This is an optimization exercise on Yosys and OpenROAD, whose aim is small area, not a production implementation.
At most, simulation tests tie the RTL to the original design; equivalence was not proved.
Only the layout flow was run in run 2; the RTL was not checked for function there.
Power is estimated from default activity; no workload was simulated.

## flow/design.v (module list and top-level ports; edited modules follow where they fit)
// module fa_cell: 4 lines
// module fa1_cell: 4 lines
// module xnor_cell: 3 lines
// module or_cell: 3 lines
// module ha_cell: 4 lines
// module PEArray2: 2795 lines
module PEArray2 #(
    parameter W = 8,
    parameter N = 4
)(
    input logic clk, rst, stationaryCtrl,
    input logic [N-1:0][W-1:0] a_in,
    input logic [N-1:0][W-1:0] b_in,
    input logic [N-1:0][W-1:0] c_in,
    output logic [N-1:0][W-1:0] c_out
);
  // ...
==> flow/flow/run.sh <==
#!/bin/bash
# Standard ORFS layout; ports are buffered with the smallest buffer and the
# clock tree uses small clock buffers without dummy loads.
set -euo pipefail
export BUFFER_PORTS_ARGS="-buffer_cell sky130_fd_sc_hd__buf_1"
export CTS_ARGS="-sink_clustering_enable -repair_clock_nets -dont_use_dummy_load -sink_clustering_size 16 -sink_clustering_max_diameter 80 -buf_list {sky130_fd_sc_hd__clkbuf_4 sky130_fd_sc_hd__clkbuf_8}"
bash standard.sh > standard.log 2>&1
==> flow/standard.sh <==
#!/bin/bash
# synth_recipe.tcl (not shown) runs the flow's synth.tcl, then flattens the netlist and writes it again
# the make line also repeats each setting of config.mk as NAME=value (left out here)
make -C /OpenROAD-flow-scripts/flow DESIGN_CONFIG=/design/flow/config.mk WORK_HOME=/design/flow/orfs CLKGATE_MAP_FILE= SYNTH_SCRIPT=/design/flow/synth_recipe.tcl "${@:-finish}"
==> flow/config.mk <==
export PLATFORM = sky130hd
export DESIGN_NAME = PEArray2
export DESIGN_NICKNAME = PEArray2
export VERILOG_FILES = /design/flow/design.v
export SDC_FILE = /design/flow/constraint.sdc
export NUM_CORES = 4
export LEC_CHECK = 0
export CAP_MARGIN = 20
export CORE_MARGIN = 2
export CORE_UTILIZATION = 65
export SLEW_MARGIN = 20
export SYNTH_HIERARCHICAL = 1
export SYNTH_MINIMUM_KEEP_SIZE = 0
==> flow/constraint.sdc <==
create_clock -name core_clock -period 6.5 [get_ports {clk}]
set_input_delay 1.3000 -clock core_clock [delete_from_list [all_inputs] [get_ports {clk}]]
set_output_delay 1.3000 -clock core_clock [all_outputs]
set_load 0.01 [all_outputs]
==> flow_metrics.tcl, run 1 <==
set metrics [dict create \
    status "no timing/DRC/antenna violations" \
    cts_root_buffer "clkbuf_8" \
    power_mw 8.214 \
    period_minus_slack_ns 6.058 \
    synth_area_sq_um 18380 \
    routed.top_layer "met5" \
    wl_met2_mm 23.91 \
    yosysTopAreaCell "fa_1" \
    max_slew_margin_pct 48.77 \
    antennaDiodeCount 0 \
    nonClkBufAreaFrac_pct 6.020 \
    layout_commonest_cell "nand2_1" \
    cts.repair.resized 0 \
    ant_nets 0 \
    timing.final.hold_violations 0 \
    syn_inst 1619 \
    synth_nets 2070 \
    worst_pin_slew_ns 0.7684 \
    skew_ns 0.06709 \
    required_ns 6.96 \
    wire_per_inst_um 24.81 \
    stdcell_area_sq_um 19950 \
    grt_util_met1_pct 50.10 \
    tns_ns 0 \
    crit_top_cell "fa_1" \
    postCtsSetupRepairBufs 0 \
    wl_met1_mm 19.11 \
    worst-setup-path-type "in -> reg" \
    grt.busiest_layer "met2" \
    cap_violations 0 \
    setup_viol 0 \
    synth_warnings 7 \
    synth_cell_types 19 \
    end_kind "flip-flop" \
    drtIter0Drc 1290 \
    met3_length_mm 6.612 \
    area_growth_syn_to_layout_pct 8.541 \
    cts_hold_buf 0 \
    hold_class "reg -> reg" \
    sh_seq_area_pct 29.30 \
    placed_area_sq_um 19690 \
    path_cells "buf_1, buf_12, nand2_1, fa_1, fa_1, fa_1, fa_1, fa_1, fa_1, fa_1, fa_1, xor2_1, xnor2_1, xnor2_1, xnor2_1, xnor2_2, xnor3_1, nor2_1" \
    pg_clk_mw 0.721 \
    crit_end "r1[31]" \
    nNetsFinal 2194 \
]
==> run 2, diff against run 1 <==
--- a/flow/design.v
+++ b/flow/design.v
@@ -7,16 +7,32 @@
   or_cell uo (a, b, co);
 endmodule
 module xnor_cell (input logic a, b, output logic y);
   assign y = ~(a ^ b);
 endmodule
 module or_cell (input logic a, b, output logic y);
   assign y = a | b;
 endmodule
+module bsel_cell (input logic one, two, neg, x, xm1, output logic p);
+  logic q;
+  aoi22_cell ua (one, x, two, xm1, q);
+  xnor_cell ux (q, neg, p);
+endmodule
+module bsel0_cell (input logic one, neg, x, output logic p);
+  logic q;
+  nand_cell ua (one, x, q);
+  xnor_cell ux (q, neg, p);
+endmodule
+module aoi22_cell (input logic a, b, c, d, output logic y);
+  assign y = ~((a & b) | (c & d));
+endmodule
+module nand_cell (input logic a, b, output logic y);
+  assign y = ~(a & b);
+endmodule
 module ha_cell (input logic a, b, output logic s, co);
   assign s = a ^ b;
   assign co = a & b;
 endmodule
 module PEArray2 #(
     parameter W = 8,
     parameter N = 4
 )(
@@ -1741,64 +1757,64 @@
   fa_cell us155 (k146, s149, s151, s155, k156);
   fa_cell us157 (s153, k148, s155, s157, k158);
   fa_cell us159 (p3, p10, p16, s159, k160);
   fa_cell us161 (p39, p46, p52, s161, k162);
   fa_cell us163 (p75, p82, p88, s163, k164);
   fa_cell us165 (p111, p118, p124, s165, k166);
   fa_cell us167 (k150, k152, k154, s167, k168);
   fa_cell us169 (s159, s161, s163, s169, k170);
-  fa_cell us171 (s165, s167, k156, s171, k172);
+  fa_cell us171 (s165, k156, s167, s171, k172);
   fa_cell us173 (s169, k158, s171, s173, k174);
   fa1_cell us175 (p4, p11, s175, k176);
   fa_cell us177 (p17, p22, p40, s177, k178);
   fa_cell us179 (p47, p53, p58, s179, k180);
   fa_cell us181 (p76, p83, p89, s181, k182);
   fa_cell us183 (p94, p112, p119, s183, k184);
   fa_cell us185 (p125, p130, k160, s185, k186);
   fa_cell us187 (k162, k164, k166, s187, k188);
   fa_cell us189 (s175, s177, s179, s189, k190);
   fa_cell us191 (s181, s183, k168, s191, k192);
-  fa_cell us193 (s185, s187, k170, s193, k194);
+  fa_cell us193 (k170, s185, s187, s193, k194);
   fa_cell us195 (s189, k172, s191, s195, k196);
-  fa_cell us197 (s193, s195, k174, s197, k198);
+  fa_cell us197 (s193, k174, s195, s197, k198);
   fa1_cell us199 (p5, p12, s199, k200);
   fa_cell us201 (p18, p23, p27, s201, k202);
   fa_cell us203 (p41, p48, p54, s203, k204);
   fa_cell us205 (p59, p63, p77, s205, k206);
   fa_cell us207 (p84, p90, p95, s207, k208);
   fa_cell us209 (p99, p113, p120, s209, k210);
   fa_cell us211 (p126, p131, p135, s211, k212);
   fa_cell us213 (k176, k178, k180, s213, k214);
   fa_cell us215 (k182, k184, s199, s215, k216);
   fa_cell us217 (s201, s203, s205, s217, k218);
   fa_cell us219 (s207, s209, s211, s219, k220);
-  fa_cell us221 (k186, k188, s213, s221, k222);
-  fa_cell us223 (k190, s215, s217, s223, k224);
+  fa_cell us221 (k186, k188, k190, s221, k222);
+  fa_cell us223 (s213, s215, s217, s223, k224);
   fa_cell us225 (s219, k192, k194, s225, k226);
   fa_cell us227 (s221, s223, k196, s227, k228);
   fa_cell us229 (s225, k198, s227, s229, k230);
   fa1_cell us231 (p6, p13, s231, k232);
   fa_cell us233 (p19, p24, p28, s233, k234);
   fa_cell us235 (p31, p42, p49, s235, k236);
   fa_cell us237 (p55, p60, p64, s237, k238);
   fa_cell us239 (p67, p78, p85, s239, k240);
   fa_cell us241 (p91, p96, p100, s241, k242);
   fa_cell us243 (p103, p114, p121, s243, k244);
   fa_cell us245 (p127, p132, p136, s245, k246);
   fa_cell us247 (p139, k200, k202, s247, k248);
   fa_cell us249 (k204, k206, k208, s249, k250);
   fa_cell us251 (k210, k212, s231, s251, k252);
   fa_cell us253 (s233, s235, s237, s253, k254);
   fa_cell us255 (s239, s241, s243, s255, k256);
-  fa_cell us257 (s245, k214, s247, s257, k258);
-  fa_cell us259 (s249, k216, k218, s259, k260);
-  fa_cell us261 (k220, s251, s253, s261, k262);
-  fa_cell us263 (s255, k222, s257, s263, k264);
-  fa_cell us265 (k224, s259, s261, s265, k266);
+  fa_cell us257 (s245, k214, k216, s257, k258);
+  fa_cell us259 (k218, k220, s247, s259, k260);
+  fa_cell us261 (s249, s251, s253, s261, k262);
+  fa_cell us263 (s255, k222, k224, s263, k264);
+  fa_cell us265 (s257, s259, s261, s265, k266);
   fa_cell us267 (k226, s263, s265, s267, k268);
   fa_cell us269 (k228, s267, k230, s269, k270);
   fa1_cell us271 (p7, p14, s271, k272);
   fa_cell us273 (p20, p25, p29, s273, k274);
   fa_cell us275 (p32, p34, p43, s275, k276);
   fa_cell us277 (p50, p56, p61, s277, k278);
   fa_cell us279 (p65, p68, p70, s279, k280);
   fa_cell us281 (p79, p86, p92, s281, k282);
@@ -1807,21 +1823,21 @@
   fa_cell us287 (p128, p133, p137, s287, k288);
   fa_cell us289 (p140, p142, k232, s289, k290);
   fa_cell us291 (k234, k236, k238, s291, k292);
   fa_cell us293 (k240, k242, k244, s293, k294);
   fa_cell us295 (k246, s271, s273, s295, k296);
   fa_cell us297 (s275, s277, s279, s297, k298);
   fa_cell us299 (s281, s283, s285, s299, k300);
   fa_cell us301 (s287, k248, k250, s301, k302);
-  fa_cell us303 (s289, s291, s293, s303, k304);
-  fa_cell us305 (k252, k254, k256, s305, k306);
+  fa_cell us303 (k252, k254, k256, s303, k304);
+  fa_cell us305 (s289, s291, s293, s305, k306);
   fa_cell us307 (s295, s297, s299, s307, k308);
   fa_cell us309 (k258, k260, s301, s309, k310);
-  fa_cell us311 (s303, k262, s305, s311, k312);
+  fa_cell us311 (k262, s303, s305, s311, k312);
   fa_cell us313 (s307, k264, s309, s313, k314);
   fa_cell us315 (k266, s311, s313, s315, k316);
   fa_cell us317 (k268, s315, k270, s317, k318);
   assign x319 = 1'b1 ^ p8;
   assign x320 = p15 ^ p21;
   assign x321 = p26 ^ p30;
   assign x322 = p33 ^ p35;
   assign x323 = p36 ^ p44;
@@ -1839,46 +1855,46 @@
   assign x335 = p144 ^ x319;
   assign x336 = x320 ^ x321;
   assign x337 = x322 ^ x323;
   assign x338 = x324 ^ x325;
   assign x339 = x326 ^ x327;
   assign x340 = x328 ^ x329;
   assign x341 = x330 ^ x331;
   assign x342 = x332 ^ x333;
-  assign x343 = x334 ^ k272;
-  assign x344 = k274 ^ k276;
-  assign x345 = k278 ^ k280;
-  assign x346 = k282 ^ k284;
-  assign x347 = k286 ^ k288;
-  assign x348 = x335 ^ x336;
-  assign x349 = x337 ^ x338;
-  assign x350 = x339 ^ x340;
-  assign x351 = x341 ^ x342;
+  assign x343 = x334 ^ x335;
+  assign x344 = x336 ^ x337;
+  assign x345 = x338 ^ x339;
+  assign x346 = x340 ^ x341;
+  assign x347 = x342 ^ k272;
+  assign x348 = k274 ^ k276;
+  assign x349 = k278 ^ k280;
+  assign x350 = k282 ^ k284;
+  assign x351 = k286 ^ k288;
   assign x352 = x343 ^ x344;
   assign x353 = x345 ^ x346;
   assign x354 = x347 ^ x348;
   assign x355 = x349 ^ x350;
-  assign x356 = x351 ^ k290;
-  assign x357 = k292 ^ k294;
-  assign x358 = x352 ^ x353;
-  assign x359 = k296 ^ k298;
-  assign x360 = k300 ^ x354;
-  assign x361 = x355 ^ x356;
+  assign x356 = x351 ^ x352;
+  assign x357 = x353 ^ x354;
+  assign x358 = x355 ^ k290;
+  assign x359 = k292 ^ k294;
+  assign x360 = x356 ^ k296;
+  assign x361 = k298 ^ k300;
   assign x362 = x357 ^ x358;
-  assign x363 = x359 ^ k302;
-  assign x364 = x360 ^ x361;
-  assign x365 = k304 ^ k306;
-  assign x366 = x362 ^ k308;
-  assign x367 = x363 ^ x364;
+  assign x363 = x359 ^ x360;
+  assign x364 = x361 ^ x362;
+  assign x365 = k302 ^ x363;
+  assign x366 = k304 ^ k306;
+  assign x367 = x364 ^ k308;
   assign x368 = x365 ^ x366;
-  assign x369 = k310 ^ x367;
-  assign x370 = k312 ^ x368;
+  assign x369 = x367 ^ x368;
+  assign x370 = k310 ^ k312;
   assign x371 = x369 ^ x370;
-  assign x372 = k314 ^ x371;
+  assign x372 = x371 ^ k314;
   assign x373 = x372 ^ k316;
   assign x374 = x373 ^ k318;
   assign z[0] = {x374, s317, s269, s229, s197, s173, s157, s147};
   assign p375 = ~(a[1][0][0] & b_in[0][0]);
   assign p376 = ~(a[1][0][0] & b_in[0][1]);
   assign p377 = ~(a[1][0][0] & b_in[0][2]);
   assign p378 = ~(a[1][0][0] & b_in[0][3]);
   assign p379 = ~(a[1][0][0] & b_in[0][4]);
@@ -2029,64 +2045,64 @@
   fa_cell us529 (k520, s523, s525, s529, k530);
   fa_cell us531 (s527, k522, s529, s531, k532);
   fa_cell us533 (p377, p384, p390, s533, k534);
   fa_cell us535 (p413, p420, p426, s535, k536);
   fa_cell us537 (p449, p456, p462, s537, k538);
   fa_cell us539 (p485, p492, p498, s539, k540);
   fa_cell us541 (k524, k526, k528, s541, k542);
   fa_cell us543 (s533, s535, s537, s543, k544);
-  fa_cell us545 (s539, s541, k530, s545, k546);
+  fa_cell us545 (s539, k530, s541, s545, k546);
   fa_cell us547 (s543, k532, s545, s547, k548);
   fa1_cell us549 (p378, p385, s549, k550);
   fa_cell us551 (p391, p396, p414, s551, k552);
   fa_cell us553 (p421, p427, p432, s553, k554);
   fa_cell us555 (p450, p457, p463, s555, k556);
   fa_cell us557 (p468, p486, p493, s557, k558);
   fa_cell us559 (p499, p504, k534, s559, k560);
   fa_cell us561 (k536, k538, k540, s561, k562);
   fa_cell us563 (s549, s551, s553, s563, k564);
   fa_cell us565 (s555, s557, k542, s565, k566);
-  fa_cell us567 (s559, s561, k544, s567, k568);
+  fa_cell us567 (k544, s559, s561, s567, k568);
   fa_cell us569 (s563, k546, s565, s569, k570);
-  fa_cell us571 (s567, s569, k548, s571, k572);
+  fa_cell us571 (s567, k548, s569, s571, k572);
   fa1_cell us573 (p379, p386, s573, k574);
   fa_cell us575 (p392, p397, p401, s575, k576);
   fa_cell us577 (p415, p422, p428, s577, k578);
   fa_cell us579 (p433, p437, p451, s579, k580);
   fa_cell us581 (p458, p464, p469, s581, k582);
   fa_cell us583 (p473, p487, p494, s583, k584);
   fa_cell us585 (p500, p505, p509, s585, k586);
   fa_cell us587 (k550, k552, k554, s587, k588);
   fa_cell us589 (k556, k558, s573, s589, k590);
   fa_cell us591 (s575, s577, s579, s591, k592);
   fa_cell us593 (s581, s583, s585, s593, k594);
-  fa_cell us595 (k560, k562, s587, s595, k596);
-  fa_cell us597 (k564, s589, s591, s597, k598);
+  fa_cell us595 (k560, k562, k564, s595, k596);
+  fa_cell us597 (s587, s589, s591, s597, k598);
   fa_cell us599 (s593, k566, k568, s599, k600);
   fa_cell us601 (s595, s597, k570, s601, k602);
   fa_cell us603 (s599, k572, s601, s603, k604);
   fa1_cell us605 (p380, p387, s605, k606);
   fa_cell us607 (p393, p398, p402, s607, k608);
   fa_cell us609 (p405, p416, p423, s609, k610);
   fa_cell us611 (p429, p434, p438, s611, k612);
   fa_cell us613 (p441, p452, p459, s613, k614);
   fa_cell us615 (p465, p470, p474, s615, k616);
   fa_cell us617 (p477, p488, p495, s617, k618);
   fa_cell us619 (p501, p506, p510, s619, k620);
   fa_cell us621 (p513, k574, k576, s621, k622);
   fa_cell us623 (k578, k580, k582, s623, k624);
   fa_cell us625 (k584, k586, s605, s625, k626);
   fa_cell us627 (s607, s609, s611, s627, k628);
   fa_cell us629 (s613, s615, s617, s629, k630);
-  fa_cell us631 (s619, k588, s621, s631, k632);
-  fa_cell us633 (s623, k590, k592, s633, k634);
-  fa_cell us635 (k594, s625, s627, s635, k636);
-  fa_cell us637 (s629, k596, s631, s637, k638);
-  fa_cell us639 (k598, s633, s635, s639, k640);
+  fa_cell us631 (s619, k588, k590, s631, k632);
+  fa_cell us633 (k592, k594, s621, s633, k634);
+  fa_cell us635 (s623, s625, s627, s635, k636);
+  fa_cell us637 (s629, k596, k598, s637, k638);
+  fa_cell us639 (s631, s633, s635, s639, k640);
   fa_cell us641 (k600, s637, s639, s641, k642);
   fa_cell us643 (k602, s641, k604, s643, k644);
   fa1_cell us645 (p381, p388, s645, k646);
   fa_cell us647 (p394, p399, p403, s647, k648);
   fa_cell us649 (p406, p408, p417, s649, k650);
   fa_cell us651 (p424, p430, p435, s651, k652);
   fa_cell us653 (p439, p442, p444, s653, k654);
   fa_cell us655 (p453, p460, p466, s655, k656);
@@ -2095,21 +2111,21 @@
   fa_cell us661 (p502, p507, p511, s661, k662);
   fa_cell us663 (p514, p516, k606, s663, k664);
   fa_cell us665 (k608, k610, k612, s665, k666);
   fa_cell us667 (k614, k616, k618, s667, k668);
   fa_cell us669 (k620, s645, s647, s669, k670);
   fa_cell us671 (s649, s651, s653, s671, k672);
   fa_cell us673 (s655, s657, s659, s673, k674);
   fa_cell us675 (s661, k622, k624, s675, k676);
-  fa_cell us677 (s663, s665, s667, s677, k678);
-  fa_cell us679 (k626, k628, k630, s679, k680);
+  fa_cell us677 (k626, k628, k630, s677, k678);
+  fa_cell us679 (s663, s665, s667, s679, k680);
   fa_cell us681 (s669, s671, s673, s681, k682);
   fa_cell us683 (k632, k634, s675, s683, k684);
-  fa_cell us685 (s677, k636, s679, s685, k686);
+  fa_cell us685 (k636, s677, s679, s685, k686);
   fa_cell us687 (s681, k638, s683, s687, k688);
   fa_cell us689 (k640, s685, s687, s689, k690);
   fa_cell us691 (k642, s689, k644, s691, k692);
   assign x693 = 1'b1 ^ p382;
   assign x694 = p389 ^ p395;
   assign x695 = p400 ^ p404;
   assign x696 = p407 ^ p409;
   assign x697 = p410 ^ p418;
@@ -2127,46 +2143,46 @@
   assign x709 = p518 ^ x693;
   assign x710 = x694 ^ x695;
   assign x711 = x696 ^ x697;
   assign x712 = x698 ^ x699;
   assign x713 = x700 ^ x701;
   assign x714 = x702 ^ x703;
   assign x715 = x704 ^ x705;
   assign x716 = x706 ^ x707;
-  assign x717 = x708 ^ k646;
-  assign x718 = k648 ^ k650;
-  assign x719 = k652 ^ k654;
-  assign x720 = k656 ^ k658;
-  assign x721 = k660 ^ k662;
-  assign x722 = x709 ^ x710;
-  assign x723 = x711 ^ x712;
-  assign x724 = x713 ^ x714;
-  assign x725 = x715 ^ x716;
+  assign x717 = x708 ^ x709;
+  assign x718 = x710 ^ x711;
+  assign x719 = x712 ^ x713;
+  assign x720 = x714 ^ x715;
+  assign x721 = x716 ^ k646;
+  assign x722 = k648 ^ k650;
+  assign x723 = k652 ^ k654;
+  assign x724 = k656 ^ k658;
+  assign x725 = k660 ^ k662;
   assign x726 = x717 ^ x718;
   assign x727 = x719 ^ x720;
   assign x728 = x721 ^ x722;
   assign x729 = x723 ^ x724;
-  assign x730 = x725 ^ k664;
-  assign x731 = k666 ^ k668;
-  assign x732 = x726 ^ x727;
-  assign x733 = k670 ^ k672;
-  assign x734 = k674 ^ x728;
-  assign x735 = x729 ^ x730;
+  assign x730 = x725 ^ x726;
+  assign x731 = x727 ^ x728;
+  assign x732 = x729 ^ k664;
+  assign x733 = k666 ^ k668;
+  assign x734 = x730 ^ k670;
+  assign x735 = k672 ^ k674;
   assign x736 = x731 ^ x732;
-  assign x737 = x733 ^ k676;
-  assign x738 = x734 ^ x735;
-  assign x739 = k678 ^ k680;
-  assign x740 = x736 ^ k682;
-  assign x741 = x737 ^ x738;
+  assign x737 = x733 ^ x734;
+  assign x738 = x735 ^ x736;
+  assign x739 = k676 ^ x737;
+  assign x740 = k678 ^ k680;
+  assign x741 = x738 ^ k682;
   assign x742 = x739 ^ x740;
-  assign x743 = k684 ^ x741;
-  assign x744 = k686 ^ x742;
+  assign x743 = x741 ^ x742;
+  assign x744 = k684 ^ k686;
   assign x745 = x743 ^ x744;
-  assign x746 = k688 ^ x745;
+  assign x746 = x745 ^ k688;
   assign x747 = x746 ^ k690;
   assign x748 = x747 ^ k692;
   assign z[1] = {x748, s691, s643, s603, s571, s547, s531, s521};
   assign p749 = ~(a[2][0][0] & b_in[0][0]);
   assign p750 = ~(a[2][0][0] & b_in[0][1]);
   assign p751 = ~(a[2][0][0] & b_in[0][2]);
   assign p752 = ~(a[2][0][0] & b_in[0][3]);
   assign p753 = ~(a[2][0][0] & b_in[0][4]);
@@ -2317,64 +2333,64 @@
   fa_cell us903 (k894, s897, s899, s903, k904);
   fa_cell us905 (s901, k896, s903, s905, k906);
   fa_cell us907 (p751, p758, p764, s907, k908);
   fa_cell us909 (p787, p794, p800, s909, k910);
   fa_cell us911 (p823, p830, p836, s911, k912);
   fa_cell us913 (p859, p866, p872, s913, k914);
   fa_cell us915 (k898, k900, k902, s915, k916);
   fa_cell us917 (s907, s909, s911, s917, k918);
-  fa_cell us919 (s913, s915, k904, s919, k920);
+  fa_cell us919 (s913, k904, s915, s919, k920);
   fa_cell us921 (s917, k906, s919, s921, k922);
   fa1_cell us923 (p752, p759, s923, k924);
   fa_cell us925 (p765, p770, p788, s925, k926);
   fa_cell us927 (p795, p801, p806, s927, k928);
   fa_cell us929 (p824, p831, p837, s929, k930);
   fa_cell us931 (p842, p860, p867, s931, k932);
   fa_cell us933 (p873, p878, k908, s933, k934);
   fa_cell us935 (k910, k912, k914, s935, k936);
   fa_cell us937 (s923, s925, s927, s937, k938);
   fa_cell us939 (s929, s931, k916, s939, k940);
-  fa_cell us941 (s933, s935, k918, s941, k942);
+  fa_cell us941 (k918, s933, s935, s941, k942);
   fa_cell us943 (s937, k920, s939, s943, k944);
-  fa_cell us945 (s941, s943, k922, s945, k946);
+  fa_cell us945 (s941, k922, s943, s945, k946);
   fa1_cell us947 (p753, p760, s947, k948);
   fa_cell us949 (p766, p771, p775, s949, k950);
   fa_cell us951 (p789, p796, p802, s951, k952);
   fa_cell us953 (p807, p811, p825, s953, k954);
   fa_cell us955 (p832, p838, p843, s955, k956);
   fa_cell us957 (p847, p861, p868, s957, k958);
   fa_cell us959 (p874, p879, p883, s959, k960);
   fa_cell us961 (k924, k926, k928, s961, k962);
   fa_cell us963 (k930, k932, s947, s963, k964);
   fa_cell us965 (s949, s951, s953, s965, k966);
   fa_cell us967 (s955, s957, s959, s967, k968);
-  fa_cell us969 (k934, k936, s961, s969, k970);
-  fa_cell us971 (k938, s963, s965, s971, k972);
+  fa_cell us969 (k934, k936, k938, s969, k970);
+  fa_cell us971 (s961, s963, s965, s971, k972);
   fa_cell us973 (s967, k940, k942, s973, k974);
   fa_cell us975 (s969, s971, k944, s975, k976);
   fa_cell us977 (s973, k946, s975, s977, k978);
   fa1_cell us979 (p754, p761, s979, k980);
   fa_cell us981 (p767, p772, p776, s981, k982);
   fa_cell us983 (p779, p790, p797, s983, k984);
   fa_cell us985 (p803, p808, p812, s985, k986);
   fa_cell us987 (p815, p826, p833, s987, k988);
   fa_cell us989 (p839, p844, p848, s989, k990);
   fa_cell us991 (p851, p862, p869, s991, k992);
   fa_cell us993 (p875, p880, p884, s993, k994);
   fa_cell us995 (p887, k948, k950, s995, k996);
   fa_cell us997 (k952, k954, k956, s997, k998);
   fa_cell us999 (k958, k960, s979, s999, k1000);
   fa_cell us1001 (s981, s983, s985, s1001, k1002);
   fa_cell us1003 (s987, s989, s991, s1003, k1004);
-  fa_cell us1005 (s993, k962, s995, s1005, k1006);
-  fa_cell us1007 (s997, k964, k966, s1007, k1008);
-  fa_cell us1009 (k968, s999, s1001, s1009, k1010);
-  fa_cell us1011 (s1003, k970, s1005, s1011, k1012);
-  fa_cell us1013 (k972, s1007, s1009, s1013, k1014);
+  fa_cell us1005 (s993, k962, k964, s1005, k1006);
+  fa_cell us1007 (k966, k968, s995, s1007, k1008);
+  fa_cell us1009 (s997, s999, s1001, s1009, k1010);
+  fa_cell us1011 (s1003, k970, k972, s1011, k1012);
+  fa_cell us1013 (s1005, s1007, s1009, s1013, k1014);
   fa_cell us1015 (k974, s1011, s1013, s1015, k1016);
   fa_cell us1017 (k976, s1015, k978, s1017, k1018);
   fa1_cell us1019 (p755, p762, s1019, k1020);
   fa_cell us1021 (p768, p773, p777, s1021, k1022);
   fa_cell us1023 (p780, p782, p791, s1023, k1024);
   fa_cell us1025 (p798, p804, p809, s1025, k1026);
   fa_cell us1027 (p813, p816, p818, s1027, k1028);
   fa_cell us1029 (p827, p834, p840, s1029, k1030);
@@ -2383,21 +2399,21 @@
   fa_cell us1035 (p876, p881, p885, s1035, k1036);
   fa_cell us1037 (p888, p890, k980, s1037, k1038);
   fa_cell us1039 (k982, k984, k986, s1039, k1040);
   fa_cell us1041 (k988, k990, k992, s1041, k1042);
   fa_cell us1043 (k994, s1019, s1021, s1043, k1044);
   fa_cell us1045 (s1023, s1025, s1027, s1045, k1046);
   fa_cell us1047 (s1029, s1031, s1033, s1047, k1048);
   fa_cell us1049 (s1035, k996, k998, s1049, k1050);
-  fa_cell us1051 (s1037, s1039, s1041, s1051, k1052);
-  fa_cell us1053 (k1000, k1002, k1004, s1053, k1054);
+  fa_cell us1051 (k1000, k1002, k1004, s1051, k1052);
+  fa_cell us1053 (s1037, s1039, s1041, s1053, k1054);
   fa_cell us1055 (s1043, s1045, s1047, s1055, k1056);
   fa_cell us1057 (k1006, k1008, s1049, s1057, k1058);
-  fa_cell us1059 (s1051, k1010, s1053, s1059, k1060);
+  fa_cell us1059 (k1010, s1051, s1053, s1059, k1060);
   fa_cell us1061 (s1055, k1012, s1057, s1061, k1062);
   fa_cell us1063 (k1014, s1059, s1061, s1063, k1064);
   fa_cell us1065 (k1016, s1063, k1018, s1065, k1066);
   assign x1067 = 1'b1 ^ p756;
   assign x1068 = p763 ^ p769;
   assign x1069 = p774 ^ p778;
   assign x1070 = p781 ^ p783;
   assign x1071 = p784 ^ p792;
@@ -2415,46 +2431,46 @@
   assign x1083 = p892 ^ x1067;
   assign x1084 = x1068 ^ x1069;
   assign x1085 = x1070 ^ x1071;
   assign x1086 = x1072 ^ x1073;
   assign x1087 = x1074 ^ x1075;
   assign x1088 = x1076 ^ x1077;
   assign x1089 = x1078 ^ x1079;
   assign x1090 = x1080 ^ x1081;
-  assign x1091 = x1082 ^ k1020;
-  assign x1092 = k1022 ^ k1024;
-  assign x1093 = k1026 ^ k1028;
-  assign x1094 = k1030 ^ k1032;
-  assign x1095 = k1034 ^ k1036;
-  assign x1096 = x1083 ^ x1084;
-  assign x1097 = x1085 ^ x1086;
-  assign x1098 = x1087 ^ x1088;
-  assign x1099 = x1089 ^ x1090;
+  assign x1091 = x1082 ^ x1083;
+  assign x1092 = x1084 ^ x1085;
+  assign x1093 = x1086 ^ x1087;
+  assign x1094 = x1088 ^ x1089;
+  assign x1095 = x1090 ^ k1020;
+  assign x1096 = k1022 ^ k1024;
+  assign x1097 = k1026 ^ k1028;
+  assign x1098 = k1030 ^ k1032;
+  assign x1099 = k1034 ^ k1036;
   assign x1100 = x1091 ^ x1092;
   assign x1101 = x1093 ^ x1094;
   assign x1102 = x1095 ^ x1096;
   assign x1103 = x1097 ^ x1098;
-  assign x1104 = x1099 ^ k1038;
-  assign x1105 = k1040 ^ k1042;
-  assign x1106 = x1100 ^ x1101;
-  assign x1107 = k1044 ^ k1046;
-  assign x1108 = k1048 ^ x1102;
-  assign x1109 = x1103 ^ x1104;
+  assign x1104 = x1099 ^ x1100;
+  assign x1105 = x1101 ^ x1102;
+  assign x1106 = x1103 ^ k1038;
+  assign x1107 = k1040 ^ k1042;
+  assign x1108 = x1104 ^ k1044;
+  assign x1109 = k1046 ^ k1048;
   assign x1110 = x1105 ^ x1106;
-  assign x1111 = x1107 ^ k1050;
-  assign x1112 = x1108 ^ x1109;
-  assign x1113 = k1052 ^ k1054;
-  assign x1114 = x1110 ^ k1056;
-  assign x1115 = x1111 ^ x1112;
+  assign x1111 = x1107 ^ x1108;
+  assign x1112 = x1109 ^ x1110;
+  assign x1113 = k1050 ^ x1111;
+  assign x1114 = k1052 ^ k1054;
+  assign x1115 = x1112 ^ k1056;
   assign x1116 = x1113 ^ x1114;
-  assign x1117 = k1058 ^ x1115;
-  assign x1118 = k1060 ^ x1116;
+  assign x1117 = x1115 ^ x1116;
+  assign x1118 = k1058 ^ k1060;
   assign x1119 = x1117 ^ x1118;
-  assign x1120 = k1062 ^ x1119;
+  assign x1120 = x1119 ^ k1062;
   assign x1121 = x1120 ^ k1064;
   assign x1122 = x1121 ^ k1066;
   assign z[2] = {x1122, s1065, s1017, s977, s945, s921, s905, s895};
   assign p1123 = ~(a[3][0][0] & b_in[0][0]);
   assign p1124 = ~(a[3][0][0] & b_in[0][1]);
   assign p1125 = ~(a[3][0][0] & b_in[0][2]);
   assign p1126 = ~(a[3][0][0] & b_in[0][3]);
   assign p1127 = ~(a[3][0][0] & b_in[0][4]);
@@ -2605,64 +2621,64 @@
   fa_cell us1277 (k1268, s1271, s1273, s1277, k1278);
   fa_cell us1279 (s1275, k1270, s1277, s1279, k1280);
   fa_cell us1281 (p1125, p1132, p1138, s1281, k1282);
   fa_cell us1283 (p1161, p1168, p1174, s1283, k1284);
   fa_cell us1285 (p1197, p1204, p1210, s1285, k1286);
   fa_cell us1287 (p1233, p1240, p1246, s1287, k1288);
   fa_cell us1289 (k1272, k1274, k1276, s1289, k1290);
   fa_cell us1291 (s1281, s1283, s1285, s1291, k1292);
-  fa_cell us1293 (s1287, s1289, k1278, s1293, k1294);
+  fa_cell us1293 (s1287, k1278, s1289, s1293, k1294);
   fa_cell us1295 (s1291, k1280, s1293, s1295, k1296);
   fa1_cell us1297 (p1126, p1133, s1297, k1298);
   fa_cell us1299 (p1139, p1144, p1162, s1299, k1300);
   fa_cell us1301 (p1169, p1175, p1180, s1301, k1302);
   fa_cell us1303 (p1198, p1205, p1211, s1303, k1304);
   fa_cell us1305 (p1216, p1234, p1241, s1305, k1306);
   fa_cell us1307 (p1247, p1252, k1282, s1307, k1308);
   fa_cell us1309 (k1284, k1286, k1288, s1309, k1310);
   fa_cell us1311 (s1297, s1299, s1301, s1311, k1312);
   fa_cell us1313 (s1303, s1305, k1290, s1313, k1314);
-  fa_cell us1315 (s1307, s1309, k1292, s1315, k1316);
+  fa_cell us1315 (k1292, s1307, s1309, s1315, k1316);
   fa_cell us1317 (s1311, k1294, s1313, s1317, k1318);
-  fa_cell us1319 (s1315, s1317, k1296, s1319, k1320);
+  fa_cell us1319 (s1315, k1296, s1317, s1319, k1320);
   fa1_cell us1321 (p1127, p1134, s1321, k1322);
   fa_cell us1323 (p1140, p1145, p1149, s1323, k1324);
   fa_cell us1325 (p1163, p1170, p1176, s1325, k1326);
   fa_cell us1327 (p1181, p1185, p1199, s1327, k1328);
   fa_cell us1329 (p1206, p1212, p1217, s1329, k1330);
   fa_cell us1331 (p1221, p1235, p1242, s1331, k1332);
   fa_cell us1333 (p1248, p1253, p1257, s1333, k1334);
   fa_cell us1335 (k1298, k1300, k1302, s1335, k1336);
   fa_cell us1337 (k1304, k1306, s1321, s1337, k1338);
   fa_cell us1339 (s1323, s1325, s1327, s1339, k1340);
   fa_cell us1341 (s1329, s1331, s1333, s1341, k1342);
-  fa_cell us1343 (k1308, k1310, s1335, s1343, k1344);
-  fa_cell us1345 (k1312, s1337, s1339, s1345, k1346);
+  fa_cell us1343 (k1308, k1310, k1312, s1343, k1344);
+  fa_cell us1345 (s1335, s1337, s1339, s1345, k1346);
   fa_cell us1347 (s1341, k1314, k1316, s1347, k1348);
   fa_cell us1349 (s1343, s1345, k1318, s1349, k1350);
   fa_cell us1351 (s1347, k1320, s1349, s1351, k1352);
   fa1_cell us1353 (p1128, p1135, s1353, k1354);
   fa_cell us1355 (p1141, p1146, p1150, s1355, k1356);
   fa_cell us1357 (p1153, p1164, p1171, s1357, k1358);
   fa_cell us1359 (p1177, p1182, p1186, s1359, k1360);
   fa_cell us1361 (p1189, p1200, p1207, s1361, k1362);
   fa_cell us1363 (p1213, p1218, p1222, s1363, k1364);
   fa_cell us1365 (p1225, p1236, p1243, s1365, k1366);
   fa_cell us1367 (p1249, p1254, p1258, s1367, k1368);
   fa_cell us1369 (p1261, k1322, k1324, s1369, k1370);
   fa_cell us1371 (k1326, k1328, k1330, s1371, k1372);
   fa_cell us1373 (k1332, k1334, s1353, s1373, k1374);
   fa_cell us1375 (s1355, s1357, s1359, s1375, k1376);
   fa_cell us1377 (s1361, s1363, s1365, s1377, k1378);
-  fa_cell us1379 (s1367, k1336, s1369, s1379, k1380);
-  fa_cell us1381 (s1371, k1338, k1340, s1381, k1382);
-  fa_cell us1383 (k1342, s1373, s1375, s1383, k1384);
-  fa_cell us1385 (s1377, k1344, s1379, s1385, k1386);
-  fa_cell us1387 (k1346, s1381, s1383, s1387, k1388);
+  fa_cell us1379 (s1367, k1336, k1338, s1379, k1380);
+  fa_cell us1381 (k1340, k1342, s1369, s1381, k1382);
+  fa_cell us1383 (s1371, s1373, s1375, s1383, k1384);
+  fa_cell us1385 (s1377, k1344, k1346, s1385, k1386);
+  fa_cell us1387 (s1379, s1381, s1383, s1387, k1388);
   fa_cell us1389 (k1348, s1385, s1387, s1389, k1390);
   fa_cell us1391 (k1350, s1389, k1352, s1391, k1392);
   fa1_cell us1393 (p1129, p1136, s1393, k1394);
   fa_cell us1395 (p1142, p1147, p1151, s1395, k1396);
   fa_cell us1397 (p1154, p1156, p1165, s1397, k1398);
   fa_cell us1399 (p1172, p1178, p1183, s1399, k1400);
   fa_cell us1401 (p1187, p1190, p1192, s1401, k1402);
   fa_cell us1403 (p1201, p1208, p1214, s1403, k1404);
@@ -2671,21 +2687,21 @@
   fa_cell us1409 (p1250, p1255, p1259, s1409, k1410);
   fa_cell us1411 (p1262, p1264, k1354, s1411, k1412);
   fa_cell us1413 (k1356, k1358, k1360, s1413, k1414);
   fa_cell us1415 (k1362, k1364, k1366, s1415, k1416);
   fa_cell us1417 (k1368, s1393, s1395, s1417, k1418);
   fa_cell us1419 (s1397, s1399, s1401, s1419, k1420);
   fa_cell us1421 (s1403, s1405, s1407, s1421, k1422);
   fa_cell us1423 (s1409, k1370, k1372, s1423, k1424);
-  fa_cell us1425 (s1411, s1413, s1415, s1425, k1426);
-  fa_cell us1427 (k1374, k1376, k1378, s1427, k1428);
+  fa_cell us1425 (k1374, k1376, k1378, s1425, k1426);
+  fa_cell us1427 (s1411, s1413, s1415, s1427, k1428);
   fa_cell us1429 (s1417, s1419, s1421, s1429, k1430);
   fa_cell us1431 (k1380, k1382, s1423, s1431, k1432);
-  fa_cell us1433 (s1425, k1384, s1427, s1433, k1434);
+  fa_cell us1433 (k1384, s1425, s1427, s1433, k1434);
   fa_cell us1435 (s1429, k1386, s1431, s1435, k1436);
   fa_cell us1437 (k1388, s1433, s1435, s1437, k1438);
   fa_cell us1439 (k1390, s1437, k1392, s1439, k1440);
   assign x1441 = 1'b1 ^ p1130;
   assign x1442 = p1137 ^ p1143;
   assign x1443 = p1148 ^ p1152;
   assign x1444 = p1155 ^ p1157;
   assign x1445 = p1158 ^ p1166;
@@ -2703,46 +2719,46 @@
   assign x1457 = p1266 ^ x1441;
   assign x1458 = x1442 ^ x1443;
   assign x1459 = x1444 ^ x1445;
   assign x1460 = x1446 ^ x1447;
   assign x1461 = x1448 ^ x1449;
   assign x1462 = x1450 ^ x1451;
   assign x1463 = x1452 ^ x1453;
   assign x1464 = x1454 ^ x1455;
-  assign x1465 = x1456 ^ k1394;
-  assign x1466 = k1396 ^ k1398;
-  assign x1467 = k1400 ^ k1402;
-  assign x1468 = k1404 ^ k1406;
-  assign x1469 = k1408 ^ k1410;
-  assign x1470 = x1457 ^ x1458;
-  assign x1471 = x1459 ^ x1460;
-  assign x1472 = x1461 ^ x1462;
-  assign x1473 = x1463 ^ x1464;
+  assign x1465 = x1456 ^ x1457;
+  assign x1466 = x1458 ^ x1459;
+  assign x1467 = x1460 ^ x1461;
+  assign x1468 = x1462 ^ x1463;
+  assign x1469 = x1464 ^ k1394;
+  assign x1470 = k1396 ^ k1398;
+  assign x1471 = k1400 ^ k1402;
+  assign x1472 = k1404 ^ k1406;
+  assign x1473 = k1408 ^ k1410;
   assign x1474 = x1465 ^ x1466;
   assign x1475 = x1467 ^ x1468;
   assign x1476 = x1469 ^ x1470;
   assign x1477 = x1471 ^ x1472;
-  assign x1478 = x1473 ^ k1412;
-  assign x1479 = k1414 ^ k1416;
-  assign x1480 = x1474 ^ x1475;
-  assign x1481 = k1418 ^ k1420;
-  assign x1482 = k1422 ^ x1476;
-  assign x1483 = x1477 ^ x1478;
+  assign x1478 = x1473 ^ x1474;
+  assign x1479 = x1475 ^ x1476;
+  assign x1480 = x1477 ^ k1412;
+  assign x1481 = k1414 ^ k1416;
+  assign x1482 = x1478 ^ k1418;
+  assign x1483 = k1420 ^ k1422;
   assign x1484 = x1479 ^ x1480;
-  assign x1485 = x1481 ^ k1424;
-  assign x1486 = x1482 ^ x1483;
-  assign x1487 = k1426 ^ k1428;
-  assign x1488 = x1484 ^ k1430;
-  assign x1489 = x1485 ^ x1486;
+  assign x1485 = x1481 ^ x1482;
+  assign x1486 = x1483 ^ x1484;
+  assign x1487 = k1424 ^ x1485;
+  assign x1488 = k1426 ^ k1428;
+  assign x1489 = x1486 ^ k1430;
   assign x1490 = x1487 ^ x1488;
-  assign x1491 = k1432 ^ x1489;
-  assign x1492 = k1434 ^ x1490;
+  assign x1491 = x1489 ^ x1490;
+  assign x1492 = k1432 ^ k1434;
   assign x1493 = x1491 ^ x1492;
-  assign x1494 = k1436 ^ x1493;
+  assign x1494 = x1493 ^ k1436;
   assign x1495 = x1494 ^ k1438;
   assign x1496 = x1495 ^ k1440;
   assign z[3] = {x1496, s1439, s1391, s1351, s1319, s1295, s1279, s1269};
   ha_cell us1497 (c_in[0][0], r2[0][0], s1497, k1498);
   fa_cell us1499 (c_in[0][1], r2[0][1], k1498, s1499, k1500);
   fa_cell us1501 (c_in[0][2], r2[0][2], k1500, s1501, k1502);
   fa_cell us1503 (c_in[0][3], r2[0][3], k1502, s1503, k1504);
   fa_cell us1505 (c_in[0][4], r2[0][4], k1504, s1505, k1506);
==> flow_metrics.tcl, run 2 <==
set metrics [dict create \
    die_height_um 172.2 \
    drt_pass1_iterations 8 \
    powerDensity_nw_per_um2 403.8 \
    htree_levels 1 \
    fmax_ghz 0.1639 \
    yosys.area.top_type_share_pct 37.89 \
    grt_overflow 0 \
    r2r_start "a[9]" \
    antenna_found_initial 0 \
    max_slew_margin_pct 40.41 \
    synth-edff-count 128 \
    crit_end "r1[7]" \
    die_area_sq_um 29650 \
    antennaDiodeCount 0 \
    grt_pass1_vias 13360 \
    cts_buffers 19 \
    ant_nets 0 \
    layout_commonest_cell "nand2_1" \
    synth_area_sq_um 18390 \
    crit_fanout 17 \
    required_ns 6.99 \
    cts.repair.resized 0 \
    top_register "a" \
    period_minus_slack_ns 6.103 \
    yosysMostFrequentCell "nand2_1" \
    synthFlopType "edfxtp_1" \
    synth-seq-area-share_pct 31.79 \
    async_reset_ff_share_pct 0 \
    drv_slew 0 \
    setup_viol 0 \
    vias_per_cell 6.058 \
    io_buffer_count 130 \
    dpl.hpwl_mm 38.98 \
    dp_slack_ns -0.1291 \
    cts_sinks 228 \
    reg2reg_depth 16 \
    ios 131 \
    synth_warnings 7 \
    drtIter0Drc 1637 \
    stdcell_area_sq_um 20010 \
    r2r_slack_ns 0.84 \
    drcViolationCount 0 \
    die_x_um 172.2 \
    worstSetupStartpoint "b_in[9]" \
    ys_ff_latch 228 \
    yosysTopAreaCell "fa_1" \
    coreArea_sq_um 27780 \
    worst_pin_slew_ns 0.8938 \
    worst-setup-path-type "in -> reg" \
    cts_max_path_buffers 3 \
    fillers 2099 \
    layout_common_cells "nand2_1, fa_1, xnor2_1" \
    largest_reg_flops 128 \
    skew_ns 0.06736 \
    period_share_pct 93.89 \
    synth_area_leaders "fa_1, edfxtp_1, nand2_1" \
    wirelength_mm 53.54 \
    dr_total_vias 12900 \
    clk_pin_slew_ns 0.09 \
    area_growth_syn_to_layout_pct 8.826 \
    syn_inst 1619 \
    place.gp.congestion 0.9855 \
    synth_nets 2070 \
    status "no timing/DRC/antenna violations" \
    arrival_ns 6.60 \
    timing.final.hold_violations 0 \
    start_util_pct 66.18 \
    cts_hold_buf 0 \
    synth_cell_types 19 \
    track_usage_pct 37.75 \
    grt_first_pass_wirelength_mm 79.17 \
    drive_gt1_share_pct 5.251 \
    end_kind "flip-flop" \
    cts_root_buffer "clkbuf_8" \
    cts_tree "yes" \
    wire_per_inst_um 25.14 \
    ir_drop_mv 0.5555 \
    synth_top_cells_by_count "nand2_1, fa_1, xnor2_1, edfxtp_1, dfxtp_1" \
    rsz0062_at_grt "no" \
    grt_max_degree 73 \
    postCtsSetupRepairBufs 0 \
    nNetsFinal 2205 \
    reg2reg_to "r1[7]" \
    clk_latency_ns 0.57 \
    worst_slack_ns 0.3973 \
    hold_class "reg -> reg" \
    crit_path_start_kind "input port" \
    rows 61 \
    synth_area_per_cell_sq_um 11.36 \
    placed_area_sq_um 19750 \
    leakage_nw 7.052 \
    cap_violations 0 \
]
## run 2: per-layer routing
layer  part of all wire, %  vias to the layer above  GRT usage [%]
met2                    45                     1094          57.41
met5                     0                        -              0
li1                      -                     5194              -
met1                    36                     6388          52.38
met3                    14                      228          9.316
met4                   5.2                        0          16.70
## run 2: critical path, cell delays in order
cell	delay, ns
buf_1	0.12
buf_12	0.20
nand2_1	0.11
fa_1	0.46
fa_1	0.55
fa_1	0.45
fa_1	0.41
fa_1	0.45
fa_1	0.43
fa_1	0.39
fa_1	0.40
xor2_1	0.17
xnor2_1	0.19
xnor2_1	0.11
xnor2_1	0.27
xnor2_2	0.16
xnor3_1	0.33
nor2_1	0.10
## run 2: area by class of cell
| cell class | count | area [sq um] | share of cell area, % |
|---|---|---|---|
| multi-input cells | 1308 | 12170 | 60.82 |
| flip-flops and latches | 228 | 5846 | 29.21 |
| repair buffers | 197 | 1259 | 6.291 |
| well taps | 378 | 473.0 | 2.364 |
| clock buffers | 19 | 261.5 | 1.307 |
## run 2: kinds of logic after synthesis
kind of cell | Yosys count | synth area share, %
adder cells (fa/ha/maj) | 352 | 38.16
flip-flops | 228 | 31.79
AND/OR/NAND/NOR | 705 | 15.59
XOR/XNOR | 248 | 12.28
multiplexers | 3 | 0.1633
buffers and inverters | 83 | 2.014
## run 2: where the power goes
part,switching (mW),total (mW),internal (mW)
Clock,0.458,0.720,0.262
Combinational,2.57,5.56,2.99
Sequential,0.150,1.80,1.65
## run 2: Yosys stat by module, one instance, submodules excluded, excerpt
module / flops+latches / cells
xnor_cell: 0 / 1
fa_cell: 0 / 1
or_cell: 0 / 1
PEArray2: 228 / 1219
ha_cell: 0 / 1
## run 2: through the flow
stage               instances  power (mW)  utilization (%)  hold WS, ns  setup TNS, ns
floorplan                1619       6.141                -       0.4138              0
global placement         2111       7.187            71.08       0.4178      -0.005338
detailed placement       2111       7.320            71.08       0.4242        -0.3107
CTS                      2130       8.054            72.02       0.4427              0
global route             2130       8.652            72.02       0.4474              0
finish                   2130       8.080            72.02       0.4428              0
## run 2: how the worst min path moves through the flow
stage / depth (start not counted) / slack, ns / from / endpoint
finish: 1 / 0.44 / r1[0] / r2[0]
detailed placement: 1 / 0.42 / r1[0] / r2[0]
global route: 1 / 0.45 / r1[20] / r2[20]
floorplan: 1 / 0.41 / r1[0] / r2[0]
global placement: 1 / 0.42 / r1[11] / r2[11]
CTS: 1 / 0.44 / r1[20] / r2[20]

[re-timing with driven ports]
The results above use ideal ports. As a check the final layouts listed here were re-extracted and re-timed, cells and wires unchanged. Step 1 assumes that a clkbuf_16 drives the clock port and a buf_2 every other input. Step 2 moves the port delays by t, midway between the first and last clock arrival at a register: inputs arrive t later, outputs are due t later. That takes back most of the time a late clock gives input paths. Slacks: no drivers / after step 1 / after step 2; pairs: no drivers / after step 1.
run	t (ns)	setup slack, ns	hold slack, ns	worst slew at a driven data input, ns
run 1	0.593	0.442 / 0.467 / -0.126	0.411 / 0.411 / 0.411	0.05
run 2	0.587	0.397 / 0.422 / -0.164	0.443 / 0.443 / 0.443	0.04
Met with ideal ports but missed after step 2: setup timing in run 1 and run 2. The setup slack of run 1, which loses most, moves by +0.025 ns with the drivers and by -0.568 ns with both steps.
